This design comes from an exercise in tuning for small area and a short achievable clock period on the open sky130 flow, not from production work.
For this run, only the layout was checked, not whether the RTL still works.
No activity file was given, so power comes from the tool's default toggle rates.

===== design/flow/design.v =====
module fc2_column #(
    parameter logic [7:0] BIAS = 8'h00
) (
    input  logic        clk,
    input  logic [7:0]  weight,
    input  logic [10:0] x,
    input  logic        xmin,
    input  logic        first,
    output logic [15:0] res
);
    localparam logic [23:0] INIT = {{8{BIAS[7]}}, BIAS, 8'h80} + 24'd5767168;
    logic [7:0] w;
    logic [23:0] acc_s, acc_c;
    logic [23:0] s_in, c_in, sa, sb, r;
    logic ovf;
    logic one0, two0, neg0;
    logic pp1;
    logic pp2;
    logic pp3;
    logic pp4;
    logic pp5;
    logic pp6;
    logic pp7;
    logic pp8;
    logic pp9;
    logic pp10;
    logic pp11;
    logic pp12;
    logic one1, two1, neg1;
    logic pp13;
    logic pp14;
    logic pp15;
    logic pp16;
    logic pp17;
    logic pp18;
    logic pp19;
    logic pp20;
    logic pp21;
    logic pp22;
    logic pp23;
    logic pp24;
    logic one2, two2, neg2;
    logic pp25;
    logic pp26;
    logic pp27;
    logic pp28;
    logic pp29;
    logic pp30;
    logic pp31;
    logic pp32;
    logic pp33;
    logic pp34;
    logic pp35;
    logic pp36;
    logic one3, two3, neg3;
    logic pp37;
    logic pp38;
    logic pp39;
    logic pp40;
    logic pp41;
    logic pp42;
    logic pp43;
    logic pp44;
    logic pp45;
    logic pp46;
    logic pp47;
    logic pp48;
    logic s49;
    logic c50;
    logic s51;
    logic c52;
    logic s53;
    logic c54;
    logic s55;
    logic c56;
    logic s57;
    logic c58;
    logic s59;
    logic c60;
    logic s61;
    logic c62;
    logic s63;
    logic c64;
    logic s65;
    logic c66;
    logic s67;
    logic c68;
    logic s69;
    logic c70;
    logic s71;
    logic c72;
    logic s73;
    logic c74;
    logic s75;
    logic c76;
    logic s77;
    logic c78;
    logic s79;
    logic c80;
    logic s81;
    logic c82;
    logic s83;
    logic c84;
    logic s85;
    logic c86;
    logic s87;
    logic c88;
    logic s89;
    logic c90;
    logic s91;
    logic c92;
    logic s93;
    logic c94;
    logic s95;
    logic c96;
    logic s97;
    logic c98;
    logic s99;
    logic c100;
    logic s101;
    logic c102;
    logic s103;
    logic c104;
    logic s105;
    logic c106;
    logic s107;
    logic c108;
    logic s109;
    logic c110;
    logic s111;
    logic c112;
    logic s113;
    logic c114;
    logic s115;
    logic c116;
    logic s117;
    logic c118;
    logic s119;
    logic c120;
    logic s121;
    logic c122;
    logic s123;
    logic c124;
    logic s125;
    logic c126;
    logic s127;
    logic c128;
    logic s129;
    logic c130;
    logic s131;
    logic c132;
    logic s133;
    logic c134;
    logic s135;
    logic c136;
    logic s137;
    logic c138;
    logic s139;
    logic c140;
    logic s141;
    logic c142;
    logic s143;
    logic c144;
    logic s145;
    logic c146;
    logic s147;
    logic c148;
    logic s149;
    logic c150;
    logic s151;
    logic c152;
    logic s153;
    logic c154;
    logic s155;
    logic c156;
    logic s157;
    logic c158;
    logic s159;
    logic c160;
    logic s161;
    logic c162;
    logic s163;
    logic c164;
    logic s165;
    logic c166;
    logic s167;
    logic c168;
    logic s169;
    logic c170;
    logic s171;
    logic c172;
    logic s173;
    logic c174;
    logic s175;
    logic c176;
    logic s177;
    logic c178;
    logic s179;
    logic c180;
    logic s181;
    logic c182;
    logic s183;
    logic c184;
    logic s185;
    logic c186;
    logic s187;
    logic c188;
    logic s189;
    logic c190;
    logic s191;
    logic c192;
    logic s193;
    logic p194;
    logic p195;
    logic p196;
    logic p197;
    logic p198;
    logic p199;
    logic p200;
    logic p201;
    logic p202;
    logic p203;
    logic p204;
    logic p205;
    logic p206;
    logic p207;
    logic p208;
    logic p209;
    logic p210;
    logic p211;
    logic p212;
    logic p213;
    logic p214;
    logic p215;
    logic p216;
    logic p217;
    logic g218;
    logic g219;
    logic g220;
    logic g221;
    logic g222;
    logic g223;
    logic g224;
    logic g225;
    logic g226;
    logic g227;
    logic g228;
    logic g229;
    logic g230;
    logic g231;
    logic g232;
    logic g233;
    logic g234;
    logic g235;
    logic g236;
    logic g237;
    logic g238;
    logic g239;
    logic g240;
    logic g241;
    logic gg242;
    logic pp_243;
    logic gg244;
    logic pp_245;
    logic gg246;
    logic pp_247;
    logic gg248;
    logic pp_249;
    logic gg250;
    logic pp_251;
    logic gg252;
    logic pp_253;
    logic gg254;
    logic pp_255;
    logic gg256;
    logic pp_257;
    logic gg258;
    logic pp_259;
    logic gg260;
    logic pp_261;
    logic gg262;
    logic pp_263;
    logic gg264;
    logic pp_265;
    logic gg266;
    logic pp_267;
    logic gg268;
    logic pp_269;
    logic gg270;
    logic pp_271;
    logic gg272;
    logic pp_273;
    logic gg274;
    logic pp_275;
    logic gg276;
    logic pp_277;
    logic gg278;
    logic pp_279;
    logic gg280;
    logic pp_281;
    logic gg282;
    logic pp_283;
    logic gg284;
    logic pp_285;
    logic gg286;
    logic pp_287;
    logic gg288;
    logic pp_289;
    logic gg290;
    logic pp_291;
    logic gg292;
    logic pp_293;
    logic gg294;
    logic pp_295;
    logic gg296;
    logic pp_297;
    logic gg298;
    logic pp_299;
    logic gg300;
    logic pp_301;
    logic gg302;
    logic pp_303;
    logic gg304;
    logic pp_305;
    logic gg306;
    logic pp_307;
    logic gg308;
    logic pp_309;
    logic gg310;
    logic pp_311;
    logic gg312;
    logic pp_313;
    logic gg314;
    logic pp_315;
    logic gg316;
    logic pp_317;
    logic gg318;
    logic pp_319;
    logic gg320;
    logic pp_321;
    logic gg322;
    logic pp_323;
    logic gg324;
    logic pp_325;
    logic gg326;
    logic pp_327;
    logic gg328;
    logic pp_329;
    logic gg330;
    logic pp_331;
    logic gg332;
    logic pp_333;
    logic gg334;
    logic pp_335;
    logic gg336;
    logic pp_337;
    logic ys338;
    logic ys339;
    logic ys340;
    logic ys341;
    logic ys342;
    logic ys343;
    logic ys344;
    logic ys345;
    logic ys346;
    logic ys347;
    logic ys348;
    logic ys349;
    logic ys350;
    logic ys351;
    logic ys352;
    logic ys353;
    logic ys354;
    logic ys355;
    logic ys356;
    logic ys357;
    logic ys358;
    logic ys359;
    logic ys360;
    assign one0 = w[0];
    assign two0 = w[1] & ~w[0];
    assign neg0 = w[1];
    assign pp1 = ((one0 & x[0]) ^ neg0);
    assign pp2 = (((one0 & x[1]) | (two0 & x[0])) ^ neg0);
    assign pp3 = (((one0 & x[2]) | (two0 & x[1])) ^ neg0);
    assign pp4 = (((one0 & x[3]) | (two0 & x[2])) ^ neg0);
    assign pp5 = (((one0 & x[4]) | (two0 & x[3])) ^ neg0);
    assign pp6 = (((one0 & x[5]) | (two0 & x[4])) ^ neg0);
    assign pp7 = (((one0 & x[6]) | (two0 & x[5])) ^ neg0);
    assign pp8 = (((one0 & x[7]) | (two0 & x[6])) ^ neg0);
    assign pp9 = (((one0 & x[8]) | (two0 & x[7])) ^ neg0);
    assign pp10 = (((one0 & x[9]) | (two0 & x[8])) ^ neg0);
    assign pp11 = (((one0 & x[10]) | (two0 & x[9])) ^ neg0);
    assign pp12 = ~(((one0 & x[10]) | (two0 & x[10])) ^ neg0);
    assign one1 = w[2] ^ w[1];
    assign two1 = (w[3] & ~w[2] & ~w[1]) | (~w[3] & w[2] & w[1]);
    assign neg1 = w[3];
    assign pp13 = ((one1 & x[0]) ^ neg1);
    assign pp14 = (((one1 & x[1]) | (two1 & x[0])) ^ neg1);
    assign pp15 = (((one1 & x[2]) | (two1 & x[1])) ^ neg1);
    assign pp16 = (((one1 & x[3]) | (two1 & x[2])) ^ neg1);
    assign pp17 = (((one1 & x[4]) | (two1 & x[3])) ^ neg1);
    assign pp18 = (((one1 & x[5]) | (two1 & x[4])) ^ neg1);
    assign pp19 = (((one1 & x[6]) | (two1 & x[5])) ^ neg1);
    assign pp20 = (((one1 & x[7]) | (two1 & x[6])) ^ neg1);
    assign pp21 = (((one1 & x[8]) | (two1 & x[7])) ^ neg1);
    assign pp22 = (((one1 & x[9]) | (two1 & x[8])) ^ neg1);
    assign pp23 = (((one1 & x[10]) | (two1 & x[9])) ^ neg1);
    assign pp24 = ~(((one1 & x[10]) | (two1 & x[10])) ^ neg1);
    assign one2 = w[4] ^ w[3];
    assign two2 = (w[5] & ~w[4] & ~w[3]) | (~w[5] & w[4] & w[3]);
    assign neg2 = w[5];
    assign pp25 = ((one2 & x[0]) ^ neg2);
    assign pp26 = (((one2 & x[1]) | (two2 & x[0])) ^ neg2);
    assign pp27 = (((one2 & x[2]) | (two2 & x[1])) ^ neg2);
    assign pp28 = (((one2 & x[3]) | (two2 & x[2])) ^ neg2);
    assign pp29 = (((one2 & x[4]) | (two2 & x[3])) ^ neg2);
    assign pp30 = (((one2 & x[5]) | (two2 & x[4])) ^ neg2);
    assign pp31 = (((one2 & x[6]) | (two2 & x[5])) ^ neg2);
    assign pp32 = (((one2 & x[7]) | (two2 & x[6])) ^ neg2);
    assign pp33 = (((one2 & x[8]) | (two2 & x[7])) ^ neg2);
    assign pp34 = (((one2 & x[9]) | (two2 & x[8])) ^ neg2);
    assign pp35 = (((one2 & x[10]) | (two2 & x[9])) ^ neg2);
    assign pp36 = ~(((one2 & x[10]) | (two2 & x[10])) ^ neg2);
    assign one3 = w[6] ^ w[5];
    assign two3 = (w[7] & ~w[6] & ~w[5]) | (~w[7] & w[6] & w[5]);
    assign neg3 = w[7];
    assign pp37 = ((one3 & x[0]) ^ neg3);
    assign pp38 = (((one3 & x[1]) | (two3 & x[0])) ^ neg3);
    assign pp39 = (((one3 & x[2]) | (two3 & x[1])) ^ neg3);
    assign pp40 = (((one3 & x[3]) | (two3 & x[2])) ^ neg3);
    assign pp41 = (((one3 & x[4]) | (two3 & x[3])) ^ neg3);
    assign pp42 = (((one3 & x[5]) | (two3 & x[4])) ^ neg3);
    assign pp43 = (((one3 & x[6]) | (two3 & x[5])) ^ neg3);
    assign pp44 = (((one3 & x[7]) | (two3 & x[6])) ^ neg3);
    assign pp45 = (((one3 & x[8]) | (two3 & x[7])) ^ neg3);
    assign pp46 = (((one3 & x[9]) | (two3 & x[8])) ^ neg3);
    assign pp47 = (((one3 & x[10]) | (two3 & x[9])) ^ neg3);
    assign pp48 = ~(((one3 & x[10]) | (two3 & x[10])) ^ neg3);
    assign ovf = xmin & (w == 8'h80);
    assign s_in = first ? INIT : acc_s;
    assign c_in = first ? 24'd0 : acc_c;
    assign s49 = neg3 ^ s_in[6];
    assign c50 = neg3 & s_in[6];
    assign s51 = s_in[7] ^ c_in[7];
    assign c52 = s_in[7] & c_in[7];
    assign s53 = s_in[8] ^ c_in[8];
    assign c54 = s_in[8] & c_in[8];
    assign s55 = s_in[9] ^ c_in[9];
    assign c56 = s_in[9] & c_in[9];
    assign s57 = s_in[10] ^ c_in[10];
    assign c58 = s_in[10] & c_in[10];
    assign s59 = s_in[11] ^ c_in[11];
    assign c60 = s_in[11] & c_in[11];
    assign s61 = neg1 ^ s_in[2];
    assign c62 = neg1 & s_in[2];
    assign s63 = s_in[3] ^ c_in[3];
    assign c64 = s_in[3] & c_in[3];
    assign s65 = neg2 ^ s_in[4] ^ c_in[4];
    assign c66 = (neg2 & s_in[4]) | (c_in[4] & (neg2 ^ s_in[4]));
    assign s67 = pp5 ^ pp15;
    assign c68 = pp5 & pp15;
    assign s69 = s_in[5] ^ c_in[5] ^ pp6;
    assign c70 = (s_in[5] & c_in[5]) | (pp6 & (s_in[5] ^ c_in[5]));
    assign s71 = pp16 ^ pp26;
    assign c72 = pp16 & pp26;
    assign s73 = c_in[6] ^ pp7 ^ pp17;
    assign c74 = (c_in[6] & pp7) | (pp17 & (c_in[6] ^ pp7));
    assign s75 = pp27 ^ pp37 ^ s49;
    assign c76 = (pp27 & pp37) | (s49 & (pp27 ^ pp37));
    assign s77 = c50 ^ pp8 ^ pp18;
    assign c78 = (c50 & pp8) | (pp18 & (c50 ^ pp8));
    assign s79 = pp28 ^ pp38 ^ s51;
    assign c80 = (pp28 & pp38) | (s51 & (pp28 ^ pp38));
    assign s81 = c52 ^ pp9 ^ pp19;
    assign c82 = (c52 & pp9) | (pp19 & (c52 ^ pp9));
    assign s83 = pp29 ^ pp39 ^ s53;
    assign c84 = (pp29 & pp39) | (s53 & (pp29 ^ pp39));
    assign s85 = c54 ^ pp10 ^ pp20;
    assign c86 = (c54 & pp10) | (pp20 & (c54 ^ pp10));
    assign s87 = pp30 ^ pp40 ^ s55;
    assign c88 = (pp30 & pp40) | (s55 & (pp30 ^ pp40));
    assign s89 = c56 ^ pp11 ^ pp21;
    assign c90 = (c56 & pp11) | (pp21 & (c56 ^ pp11));
    assign s91 = pp31 ^ pp41 ^ s57;
    assign c92 = (pp31 & pp41) | (s57 & (pp31 ^ pp41));
    assign s93 = c58 ^ pp12 ^ pp22;
    assign c94 = (c58 & pp12) | (pp22 & (c58 ^ pp12));
    assign s95 = pp32 ^ pp42 ^ s59;
    assign c96 = (pp32 & pp42) | (s59 & (pp32 ^ pp42));
    assign s97 = s_in[12] ^ c_in[12] ^ c60;
    assign c98 = (s_in[12] & c_in[12]) | (c60 & (s_in[12] ^ c_in[12]));
    assign s99 = pp23 ^ pp33 ^ pp43;
    assign c100 = (pp23 & pp33) | (pp43 & (pp23 ^ pp33));
    assign s101 = s_in[13] ^ c_in[13] ^ pp24;
    assign c102 = (s_in[13] & c_in[13]) | (pp24 & (s_in[13] ^ c_in[13]));
    assign s103 = pp34 ^ pp44;
    assign c104 = pp34 & pp44;
    assign s105 = s_in[14] ^ c_in[14] ^ pp35;
    assign c106 = (s_in[14] & c_in[14]) | (pp35 & (s_in[14] ^ c_in[14]));
    assign s107 = s_in[15] ^ c_in[15];
    assign c108 = s_in[15] & c_in[15];
    assign s109 = neg0 ^ s_in[0];
    assign c110 = neg0 & s_in[0];
    assign s111 = s_in[1] ^ c_in[1];
    assign c112 = s_in[1] & c_in[1];
    assign s113 = c_in[2] ^ pp3 ^ pp13;
    assign c114 = (c_in[2] & pp3) | (pp13 & (c_in[2] ^ pp3));
    assign s115 = c62 ^ pp4 ^ pp14;
    assign c116 = (c62 & pp4) | (pp14 & (c62 ^ pp4));
    assign s117 = c64 ^ pp25 ^ s65;
    assign c118 = (c64 & pp25) | (s65 & (c64 ^ pp25));
    assign s119 = c66 ^ c68 ^ s71;
    assign c120 = (c66 & c68) | (s71 & (c66 ^ c68));
    assign s121 = c72 ^ c70 ^ s73;
    assign c122 = (c72 & c70) | (s73 & (c72 ^ c70));
    assign s123 = c74 ^ s77 ^ c76;
    assign c124 = (c74 & s77) | (c76 & (c74 ^ s77));
    assign s125 = c78 ^ s81 ^ c80;
    assign c126 = (c78 & s81) | (c80 & (c78 ^ s81));
    assign s127 = c82 ^ s85 ^ c84;
    assign c128 = (c82 & s85) | (c84 & (c82 ^ s85));
    assign s129 = c86 ^ s89 ^ c88;
    assign c130 = (c86 & s89) | (c88 & (c86 ^ s89));
    assign s131 = c90 ^ s93 ^ c92;
    assign c132 = (c90 & s93) | (c92 & (c90 ^ s93));
    assign s133 = c94 ^ s97 ^ s99;
    assign c134 = (c94 & s97) | (s99 & (c94 ^ s97));
    assign s135 = s103 ^ c98 ^ c100;
    assign c136 = (s103 & c98) | (c100 & (s103 ^ c98));
    assign s137 = pp45 ^ c104 ^ c102;
    assign c138 = (pp45 & c104) | (c102 & (pp45 ^ c104));
    assign s139 = pp36 ^ pp46 ^ s107;
    assign c140 = (pp36 & pp46) | (s107 & (pp36 ^ pp46));
    assign s141 = s_in[16] ^ c_in[16] ^ c108;
    assign c142 = (s_in[16] & c_in[16]) | (c108 & (s_in[16] ^ c_in[16]));
    assign s143 = s_in[17] ^ c_in[17];
    assign c144 = s_in[17] & c_in[17];
    assign s145 = s_in[18] ^ c_in[18];
    assign c146 = s_in[18] & c_in[18];
    assign s147 = c_in[0] ^ pp1;
    assign c148 = c_in[0] & pp1;
    assign s149 = c110 ^ pp2 ^ s111;
    assign c150 = (c110 & pp2) | (s111 & (c110 ^ pp2));
    assign s151 = c112 ^ s61 ^ s113;
    assign c152 = (c112 & s61) | (s113 & (c112 ^ s61));
    assign s153 = s63 ^ c114 ^ s115;
    assign c154 = (s63 & c114) | (s115 & (s63 ^ c114));
    assign s155 = s67 ^ c116 ^ s117;
    assign c156 = (s67 & c116) | (s117 & (s67 ^ c116));
    assign s157 = s69 ^ c118 ^ s119;
    assign c158 = (s69 & c118) | (s119 & (s69 ^ c118));
    assign s159 = s75 ^ c120 ^ s121;
    assign c160 = (s75 & c120) | (s121 & (s75 ^ c120));
    assign s161 = s79 ^ c122 ^ s123;
    assign c162 = (s79 & c122) | (s123 & (s79 ^ c122));
    assign s163 = s83 ^ c124 ^ s125;
    assign c164 = (s83 & c124) | (s125 & (s83 ^ c124));
    assign s165 = s87 ^ c126 ^ s127;
    assign c166 = (s87 & c126) | (s127 & (s87 ^ c126));
    assign s167 = s91 ^ c128 ^ s129;
    assign c168 = (s91 & c128) | (s129 & (s91 ^ c128));
    assign s169 = s95 ^ c130 ^ s131;
    assign c170 = (s95 & c130) | (s131 & (s95 ^ c130));
    assign s171 = c96 ^ c132 ^ s133;
    assign c172 = (c96 & c132) | (s133 & (c96 ^ c132));
    assign s173 = s101 ^ c134 ^ s135;
    assign c174 = (s101 & c134) | (s135 & (s101 ^ c134));
    assign s175 = s105 ^ c136 ^ s137;
    assign c176 = (s105 & c136) | (s137 & (s105 ^ c136));
    assign s177 = c106 ^ s139 ^ c138;
    assign c178 = (c106 & s139) | (c138 & (c106 ^ s139));
    assign s179 = pp47 ^ s141 ^ c140;
    assign c180 = (pp47 & s141) | (c140 & (pp47 ^ s141));
    assign s181 = pp48 ^ s143 ^ c142;
    assign c182 = (pp48 & s143) | (c142 & (pp48 ^ s143));
    assign s183 = ~ovf ^ c144 ^ s145;
    assign c184 = (~ovf & c144) | (s145 & (~ovf ^ c144));
    assign s185 = s_in[19] ^ c_in[19] ^ c146;
    assign c186 = (s_in[19] & c_in[19]) | (c146 & (s_in[19] ^ c_in[19]));
    assign s187 = s_in[20] ^ c_in[20];
    assign c188 = s_in[20] & c_in[20];
    assign s189 = s_in[21] ^ c_in[21];
    assign c190 = s_in[21] & c_in[21];
    assign s191 = s_in[22] ^ c_in[22];
    assign c192 = s_in[22] & c_in[22];
    assign s193 = s_in[23] ^ c_in[23];
    assign sa = {c192, c190, c188, c186, c184, c182, c180, c178, c176, c174, c172, c170, c168, c166, c164, c162, c160, c158, c156, c154, c152, c150, c148, s109};
    assign sb = {s193, s191, s189, s187, s185, s183, s181, s179, s177, s175, s173, s171, s169, s167, s165, s163, s161, s159, s157, s155, s153, s151, s149, s147};
    assign p194 = acc_s[0] ^ acc_c[0];
    assign p195 = acc_s[1] ^ acc_c[1];
    assign p196 = acc_s[2] ^ acc_c[2];
    assign p197 = acc_s[3] ^ acc_c[3];
    assign p198 = acc_s[4] ^ acc_c[4];
    assign p199 = acc_s[5] ^ acc_c[5];
    assign p200 = acc_s[6] ^ acc_c[6];
    assign p201 = acc_s[7] ^ acc_c[7];
    assign p202 = acc_s[8] ^ acc_c[8];
    assign p203 = acc_s[9] ^ acc_c[9];
    assign p204 = acc_s[10] ^ acc_c[10];
    assign p205 = acc_s[11] ^ acc_c[11];
    assign p206 = acc_s[12] ^ acc_c[12];
    assign p207 = acc_s[13] ^ acc_c[13];
    assign p208 = acc_s[14] ^ acc_c[14];
    assign p209 = acc_s[15] ^ acc_c[15];
    assign p210 = acc_s[16] ^ acc_c[16];
    assign p211 = acc_s[17] ^ acc_c[17];
    assign p212 = acc_s[18] ^ acc_c[18];
    assign p213 = acc_s[19] ^ acc_c[19];
    assign p214 = acc_s[20] ^ acc_c[20];
    assign p215 = acc_s[21] ^ acc_c[21];
    assign p216 = acc_s[22] ^ acc_c[22];
    assign p217 = acc_s[23] ^ acc_c[23];
    assign g218 = acc_s[0] & acc_c[0];
    assign g219 = acc_s[1] & acc_c[1];
    assign g220 = acc_s[2] & acc_c[2];
    assign g221 = acc_s[3] & acc_c[3];
    assign g222 = acc_s[4] & acc_c[4];
    assign g223 = acc_s[5] & acc_c[5];
    assign g224 = acc_s[6] & acc_c[6];
    assign g225 = acc_s[7] & acc_c[7];
    assign g226 = acc_s[8] & acc_c[8];
    assign g227 = acc_s[9] & acc_c[9];
    assign g228 = acc_s[10] & acc_c[10];
    assign g229 = acc_s[11] & acc_c[11];
    assign g230 = acc_s[12] & acc_c[12];
    assign g231 = acc_s[13] & acc_c[13];
    assign g232 = acc_s[14] & acc_c[14];
    assign g233 = acc_s[15] & acc_c[15];
    assign g234 = acc_s[16] & acc_c[16];
    assign g235 = acc_s[17] & acc_c[17];
    assign g236 = acc_s[18] & acc_c[18];
    assign g237 = acc_s[19] & acc_c[19];
    assign g238 = acc_s[20] & acc_c[20];
    assign g239 = acc_s[21] & acc_c[21];
    assign g240 = acc_s[22] & acc_c[22];
    assign g241 = acc_s[23] & acc_c[23];
    assign gg242 = g219 | (p195 & g218);
    assign pp_243 = p195 & p194;
    assign gg244 = g221 | (p197 & g220);
    assign pp_245 = p197 & p196;
    assign gg246 = g223 | (p199 & g222);
    assign pp_247 = p199 & p198;
    assign gg248 = g225 | (p201 & g224);
    assign pp_249 = p201 & p200;
    assign gg250 = g227 | (p203 & g226);
    assign pp_251 = p203 & p202;
    assign gg252 = g229 | (p205 & g228);
    assign pp_253 = p205 & p204;
    assign gg254 = g231 | (p207 & g230);
    assign pp_255 = p207 & p206;
    assign gg256 = g233 | (p209 & g232);
    assign pp_257 = p209 & p208;
    assign gg258 = g235 | (p211 & g234);
    assign pp_259 = p211 & p210;
    assign gg260 = g237 | (p213 & g236);
    assign pp_261 = p213 & p212;
    assign gg262 = g239 | (p215 & g238);
    assign pp_263 = p215 & p214;
    assign gg264 = g220 | (p196 & gg242);
    assign pp_265 = p196 & pp_243;
    assign gg266 = gg244 | (pp_245 & gg242);
    assign pp_267 = pp_245 & pp_243;
    assign gg268 = g224 | (p200 & gg246);
    assign pp_269 = p200 & pp_247;
    assign gg270 = gg248 | (pp_249 & gg246);
    assign pp_271 = pp_249 & pp_247;
    assign gg272 = g228 | (p204 & gg250);
    assign pp_273 = p204 & pp_251;
    assign gg274 = gg252 | (pp_253 & gg250);
    assign pp_275 = pp_253 & pp_251;
    assign gg276 = g232 | (p208 & gg254);
    assign pp_277 = p208 & pp_255;
    assign gg278 = gg256 | (pp_257 & gg254);
    assign pp_279 = pp_257 & pp_255;
    assign gg280 = g236 | (p212 & gg258);
    assign pp_281 = p212 & pp_259;
    assign gg282 = gg260 | (pp_261 & gg258);
    assign pp_283 = pp_261 & pp_259;
    assign gg284 = g240 | (p216 & gg262);
    assign pp_285 = p216 & pp_263;
    assign gg286 = g222 | (p198 & gg266);
    assign pp_287 = p198 & pp_267;
    assign gg288 = gg246 | (pp_247 & gg266);
    assign pp_289 = pp_247 & pp_267;
    assign gg290 = gg268 | (pp_269 & gg266);
    assign pp_291 = pp_269 & pp_267;
    assign gg292 = gg270 | (pp_271 & gg266);
    assign pp_293 = pp_271 & pp_267;
    assign gg294 = g230 | (p206 & gg274);
    assign pp_295 = p206 & pp_275;
    assign gg296 = gg254 | (pp_255 & gg274);
    assign pp_297 = pp_255 & pp_275;
    assign gg298 = gg276 | (pp_277 & gg274);
    assign pp_299 = pp_277 & pp_275;
    assign gg300 = gg278 | (pp_279 & gg274);
    assign pp_301 = pp_279 & pp_275;
    assign gg302 = g238 | (p214 & gg282);
    assign pp_303 = p214 & pp_283;
    assign gg304 = gg262 | (pp_263 & gg282);
    assign pp_305 = pp_263 & pp_283;
    assign gg306 = gg284 | (pp_285 & gg282);
    assign pp_307 = pp_285 & pp_283;
    assign gg308 = g226 | (p202 & gg292);
    assign pp_309 = p202 & pp_293;
    assign gg310 = gg250 | (pp_251 & gg292);
    assign pp_311 = pp_251 & pp_293;
    assign gg312 = gg272 | (pp_273 & gg292);
    assign pp_313 = pp_273 & pp_293;
    assign gg314 = gg274 | (pp_275 & gg292);
    assign pp_315 = pp_275 & pp_293;
    assign gg316 = gg294 | (pp_295 & gg292);
    assign pp_317 = pp_295 & pp_293;
    assign gg318 = gg296 | (pp_297 & gg292);
    assign pp_319 = pp_297 & pp_293;
    assign gg320 = gg298 | (pp_299 & gg292);
    assign pp_321 = pp_299 & pp_293;
    assign gg322 = gg300 | (pp_301 & gg292);
    assign pp_323 = pp_301 & pp_293;
    assign gg324 = g234 | (p210 & gg322);
    assign pp_325 = p210 & pp_323;
    assign gg326 = gg258 | (pp_259 & gg322);
    assign pp_327 = pp_259 & pp_323;
    assign gg328 = gg280 | (pp_281 & gg322);
    assign pp_329 = pp_281 & pp_323;
    assign gg330 = gg282 | (pp_283 & gg322);
    assign pp_331 = pp_283 & pp_323;
    assign gg332 = gg302 | (pp_303 & gg322);
    assign pp_333 = pp_303 & pp_323;
    assign gg334 = gg304 | (pp_305 & gg322);
    assign pp_335 = pp_305 & pp_323;
    assign gg336 = gg306 | (pp_307 & gg322);
    assign pp_337 = pp_307 & pp_323;
    assign ys338 = p195 ^ g218;
    assign ys339 = p196 ^ gg242;
    assign ys340 = p197 ^ gg264;
    assign ys341 = p198 ^ gg266;
    assign ys342 = p199 ^ gg286;
    assign ys343 = p200 ^ gg288;
    assign ys344 = p201 ^ gg290;
    assign ys345 = p202 ^ gg292;
    assign ys346 = p203 ^ gg308;
    assign ys347 = p204 ^ gg310;
    assign ys348 = p205 ^ gg312;
    assign ys349 = p206 ^ gg314;
    assign ys350 = p207 ^ gg316;
    assign ys351 = p208 ^ gg318;
    assign ys352 = p209 ^ gg320;
    assign ys353 = p210 ^ gg322;
    assign ys354 = p211 ^ gg324;
    assign ys355 = p212 ^ gg326;
    assign ys356 = p213 ^ gg328;
    assign ys357 = p214 ^ gg330;
    assign ys358 = p215 ^ gg332;
    assign ys359 = p216 ^ gg334;
    assign ys360 = p217 ^ gg336;
    assign r = {ys360, ys359, ys358, ys357, ys356, ys355, ys354, ys353, ys352, ys351, ys350, ys349, ys348, ys347, ys346, ys345, ys344, ys343, ys342, ys341, ys340, ys339, ys338, p194};
    always_ff @(posedge clk) begin
        w <= weight;
        acc_s <= sa;
        acc_c <= sb;
    end
    assign res = {r[23:9], r[8] & (|r[7:0])};
endmodule
module fc2 (
    input clk,
    input rst_n,
    input logic [511:0] weight ,
    input  logic [10:0] in_data,
    input in_valid,
    output logic out_valid,
    output logic [15:0] sum
);
localparam logic [511:0] BIAS_FLAT = {
    8'h24, 8'h0E, 8'h01, 8'h02, 8'h1F, 8'h12, 8'hFE, 8'hEF,
    8'h1A, 8'hE5, 8'h08, 8'h19, 8'h3E, 8'hD0, 8'h25, 8'h07,
    8'h12, 8'hF0, 8'hBC, 8'hF6, 8'hFF, 8'h06, 8'hF7, 8'hFD,
    8'h0E, 8'h01, 8'hD4, 8'hE7, 8'hF4, 8'hE0, 8'hD1, 8'h3E,
    8'h09, 8'h20, 8'hC6, 8'hFA, 8'hFD, 8'h17, 8'hF4, 8'hF0,
    8'h12, 8'h17, 8'hF3, 8'h12, 8'h01, 8'h12, 8'h01, 8'h19,
    8'h23, 8'hB9, 8'hFB, 8'h12, 8'hD8, 8'hB2, 8'h19, 8'hE9,
    8'hE9, 8'h16, 8'h11, 8'hC5, 8'h1C, 8'h01, 8'h26, 8'hD8
};
logic       run, primed;
logic [7:0] ph;
logic       load;
always_ff @(posedge clk or negedge rst_n) begin
    if (!rst_n) begin
        run <= 1'b0;
        ph <= 8'd255;
        primed <= 1'b0;
        out_valid <= 1'b0;
    end else begin
        if (in_valid) run <= 1'b1;
        if (run || in_valid) ph <= ph + 8'd1;
        if (run && ph == 8'd255) primed <= 1'b1;
        out_valid <= primed && (ph >= 8'd5) && (ph <= 8'd68);
    end
end
assign load = (ph == 8'd0);
logic [10:0] x_r;
logic        xmin_r;
always_ff @(posedge clk) begin
    x_r <= in_data;
    xmin_r <= (in_data == 11'h400);
end
logic [15:0] res [0:63];
genvar i;
generate
    for (i = 0; i < 64; i = i + 1) begin : col
        fc2_column #(.BIAS(BIAS_FLAT[(63-i)*8 +: 8])) fc (
            .clk(clk),
            .weight(weight[8*i +: 8]),
            .x(x_r),
            .xmin(xmin_r),
            .first(load),
            .res(res[i])
        );
    end
endgenerate
logic [15:0] sr [0:68];
always_ff @(posedge clk) begin
    for (int k = 0; k < 5; k = k + 1) sr[k] <= sr[k+1];
    for (int k = 5; k < 68; k = k + 1) sr[k] <= load ? res[k-5] : sr[k+1];
    sr[68] <= load ? res[63] : 16'd0;
end
assign sum = sr[0];
endmodule

===== design/flow/run.sh =====
#!/bin/bash
# synth_recipe.tcl (not shown) runs the flow's synth.tcl, then flattens the netlist and writes it again
# the make line also repeats each setting of config.mk as NAME=value (left out here)
make -C /OpenROAD-flow-scripts/flow DESIGN_CONFIG=/design/flow/config.mk WORK_HOME=/design/flow/orfs CLKGATE_MAP_FILE= SYNTH_SCRIPT=/design/flow/synth_recipe.tcl finish

===== design/flow/config.mk =====
export PLATFORM = sky130hd
export DESIGN_NAME = fc2
export DESIGN_NICKNAME = fc2
export VERILOG_FILES = /design/flow/design.v
export SDC_FILE = /design/flow/constraint.sdc
export NUM_CORES = 8
export LEC_CHECK = 0
export CAP_MARGIN = 20
export CORE_MARGIN = 2
export CORE_UTILIZATION = 45
export SLEW_MARGIN = 20

===== design/flow/constraint.sdc =====
create_clock -name core_clock -period 8.0 [get_ports {clk}]
set_input_delay 1.6000 -clock core_clock [delete_from_list [all_inputs] [get_ports {clk}]]
set_output_delay 1.6000 -clock core_clock [all_outputs]
set_load 0.01 [all_outputs]

==> flow_summary.ini <==
[run_status]
status = complete, no violations

[clocking]
path_clk_slew_ns = 0.06
post_cts_buffers = 0
clockBufferDepth = 4
cts_sinks = 4711
h-tree-depth = 6
clk_latency_ns = 1.14
cts_made_buffers = 576
cts_resized = 0
cts_hold_buf = 0
cts-root-buf = clkbuf_16
cts_tree = built

[floorplanning]
chipWidth_um = 896
die_h_um = 896
io_pins = 543
die_area_um2 = 803000
start_util_pct = 45.1
fp-row-count = 327
core-area_um2 = 793000

[yosys]
syn_inst = 40700
synth_area_um2 = 358000
synth_cell_types = 89
synth-xor-area-share_pct = 3.51
synth_top_family_by_area = adder cells
synth_area_per_cell_um2 = 8.79
synth_seq_area_share_pct = 26.4
yosys_warnings = 49
synthSimpleGateAreaFrac_pct = 15.1
muxShareOfSynthArea_pct = 2.40
syn_nets = 47600
synth_edf_count = 0
synth_async_sr_flop_share_pct = 0.233
synth_fa_ha_area_share_pct = 30.3
ys_ff_latch = 4711
synthFlopType = dfxtp_1
synth-compound-area-share_pct = 14.8

[setup_path]
r2r_cells = 12
critPathTopFamily = adder cells
r2r_start = ph[4]
slowest_stage = or4_4
worstSetupPathType = register to register
required_ns = 8.98
r2r-end = col[19].fc.acc_c[7]
crit_path_end_kind = register
critPathMaxStageDelay_ns = 0.77
crit_buf_inv = 5
crit_arrival_ns = 5.87
startpoint_type = register
path_cells = or3_1, or4_4, buf_16, buf_12, buf_12, and2_1, ha_1, inv_1, fa_1, fa_1, inv_1, fa_1
crit_path_max_fanout = 137
crit_top_cell = fa_1
reg2reg_slack_ns = 3.11

[layout]
syn_to_final_growth_pct = 8.82
drive_above_1_share_pct = 4.16
nFillCells = 73600
final_cell_mix = nand2_1 (5683), dfxtp_1 (4686), inv_1 (3889)
fin_nets = 45900
layout_commonest_cell = nand2_1

[sta]
finClkSkew_ns = 0.0741
slew_violations = 0
period_share_pct = 61.1
fmax_mhz = 204
slew-limit-headroom_pct = 20.1
tightest_slew_ns = 1.20
setup_tns_ns = 0
setup_slack_ns = 3.11
setup_viol = 0
rsz0062_at_grt = no
hold_violations = 0
fin_crit_ns = 4.89

[global_route]
grt_pass1_wl_um = 1570000
grt_pass1_vias = 275000
grt_max_degree = 175
grt_use_total_pct = 24.2
antenna_found_initial = 100
grt_overflow = 0

[power_and_ir_drop]
p_sw_mw = 74.1
intPower_mw = 97.5
ir_worst_vdd_mv = 0.255
power_frac_clock_pct = 16.1
p_leak_nw = 174
power_frac_comb_pct = 58.8
p_per_area_nw_per_um2 = 440
p_seq_share_pct = 25.1
netSwitchingFraction_pct = 43.2

[placed_design]
gp_congestion = 0.869
portBuffers = 542
place_hpwl_um = 724000
preCtsSetupSlack_ns = 3.14

[hold_path]
worstHoldEndpoint = sr[1][2]
hold_start = sr[2][2]
whs_path_depth = 0
min_path_type = register to register

[route]
num_vias = 274000
drt-total-wl_um = 989000
route.detailed.wl_per_inst_um = 19.7
final_antenna_net_count = 0
first_pass_iters = 9
via_per_inst = 5.46
initialDrtViolationCount = 20900
drc = 0

[run]
drv_cap = 0
==> kinds of logic (layout without fill, tap and decap cells) <==
group,after synthesis,in the layout
XOR/XNOR,1436,1436
other,0,154
AO/OA/AOI/OAI,8189,8189
adder cells (fa/ha/maj),6523,6523
flip-flops,4711,4711
buffers and inverters,7142,5907
AND/OR/NAND/NOR,11900,11900
multiplexers,850,850
==> stage by stage <==
step / hold slack, ns / instance area [µm²] / total power [mW] / util, % / instances
5_1_grt: 0.318 / 389000 / 193 / 49.1 / 50100
4_1_cts: 0.317 / 389000 / 174 / 49.1 / 50000
2_1_floorplan: 0.310 / 358000 / 118 / - / 40700
3_5_place_dp: 0.312 / 369000 / 145 / 46.5 / 49000
6_report: 0.314 / 390000 / 172 / 49.1 / 50200
3_3_place_gp: 0.310 / 369000 / 140 / 46.5 / 49000
==> metal layers <==
layer / vias to the layer above / track usage (%) / share of wire, %
met5: - / 0 / 0.014
met4: 22 / 9.31 / 4.1
met3: 1534 / 2.79 / 5.3
met2: 7619 / 39.6 / 46
met1: 134000 / 33.0 / 44
li1: 131000 / - / -
==> power groups by stage <==
stage | combinational (mW) | clock, mW | sequential, mW
2_1_floorplan | 77.4 | 0 | 40.5
3_3_place_gp | 96.4 | 0 | 43.4
3_5_place_dp | 102 | 0 | 43.4
4_1_cts | 103 | 28.4 | 43.1
5_1_grt | 119 | 29.3 | 44.3
6_report | 101 | 27.7 | 43.1
==> Yosys cell counts, types with 13 or more instances <==
cell	instances	area, µm²
or3_1	32	200
a21o_1	418	3140
xor2_1	629	5510
o22ai_1	47	294
and4_1	15	131
o211ai_1	21	158
o221ai_1	13	114
o21ai_0	1887	9440
o21ai_1	77	385
a22oi_1	1201	9020
nor4_1	97	607
nand3_1	208	1040
nand3b_1	36	270
nor4b_1	66	578
o41a_1	27	304
o32ai_1	27	236
xnor2_1	807	7070
a2bb2oi_1	22	193
fa_1	3648	73000
mux2i_1	776	7770
buf_1	229	860
mux2_2	74	833
and3_1	89	557
inv_1	3889	14600
o21bai_1	30	225
or2_2	35	219
a21oi_1	2360	11800
nor2b_1	228	1430
clkbuf_1	3007	11300
buf_2	15	75.1
o21a_1	97	728
a211oi_1	279	2090
a22o_1	197	1730
maj3_1	183	1830
a31oi_1	85	532
a221oi_1	1133	9920
nor3_1	179	896
nand2b_1	537	3360
dfxtp_1	4700	94100
o31ai_1	117	878
nand2_1	5683	21300
nand4_1	161	1010
ha_1	2692	33700
and2_1	2205	13800
nor2_1	2307	8660
==> state kept, by name, summed over array words and instances, names as in the netlist <==
register,cells
x_r,11
sr,1104
col.fc.w,512
out_valid,1
run,1
col.fc.acc_c,1536
primed,1
ph,8
col.fc.acc_s,1536
xmin_r,1
==> cell type report <==
class | count | area, µm² | area share (%)
Inverter | 3891 | 14600 | 3.75
Clock inverter | 265 | 3800 | 0.975
Antenna cell | 154 | 385 | 0.0989
Tap cell | 10500 | 13200 | 3.38
Timing Repair Buffer | 968 | 9860 | 2.53
Clock buffer | 783 | 16300 | 4.18
Sequential cell | 4711 | 94400 | 24.2
Multi-Input combinational cell | 28900 | 237000 | 60.8
==> worst max-delay path by stage <==
stage | end | start | slack [ns] | cells past startpoint
after floorplan | col[12].fc.acc_c[7] | ph[0] | 3.81 | 17
after global placement | col[53].fc.acc_c[9] | ph[0] | 2.82 | 13
after detailed placement | col[20].fc.acc_c[8] | ph[0] | 3.14 | 14
after CTS | col[19].fc.acc_c[7] | ph[0] | 3.12 | 14
after global routing | col[19].fc.acc_c[7] | ph[0] | 2.87 | 14
final | col[19].fc.acc_c[7] | ph[4] | 3.11 | 12

-- static timing again, ports no longer ideal --
No port has a modelled driver above. Below, the same layout with a new extraction and two added sets of constraints.
Step 1 (the two cells are an assumption about what drives the block):
set clk [get_ports {clk}]
set_driving_cell -lib_cell sky130_fd_sc_hd__clkbuf_16 $clk
set_driving_cell -lib_cell sky130_fd_sc_hd__buf_2 [delete_from_list [all_inputs] $clk]
Step 2 moves the port delays by t, midway between the first and last clock arrival at a register: inputs arrive t later, outputs are due t later. That takes back most of the time a late clock gives input paths.
a / b / c = ideal / step 1 / step 2; a / b = the first two.
t, ns: 1.248
setup WS [ns]: 3.108 / 3.108 / 3.108
hold slack, ns: 0.314 / 0.314 / 0.314
latest minus earliest clock arrival (ns): 0.080 / 0.079
worst data-port slew with drivers (ns): 0.43
After both steps setup and hold are still met in this run. The setup slack of this run moves by 0.000 ns with the drivers and by 0.000 ns with both steps.
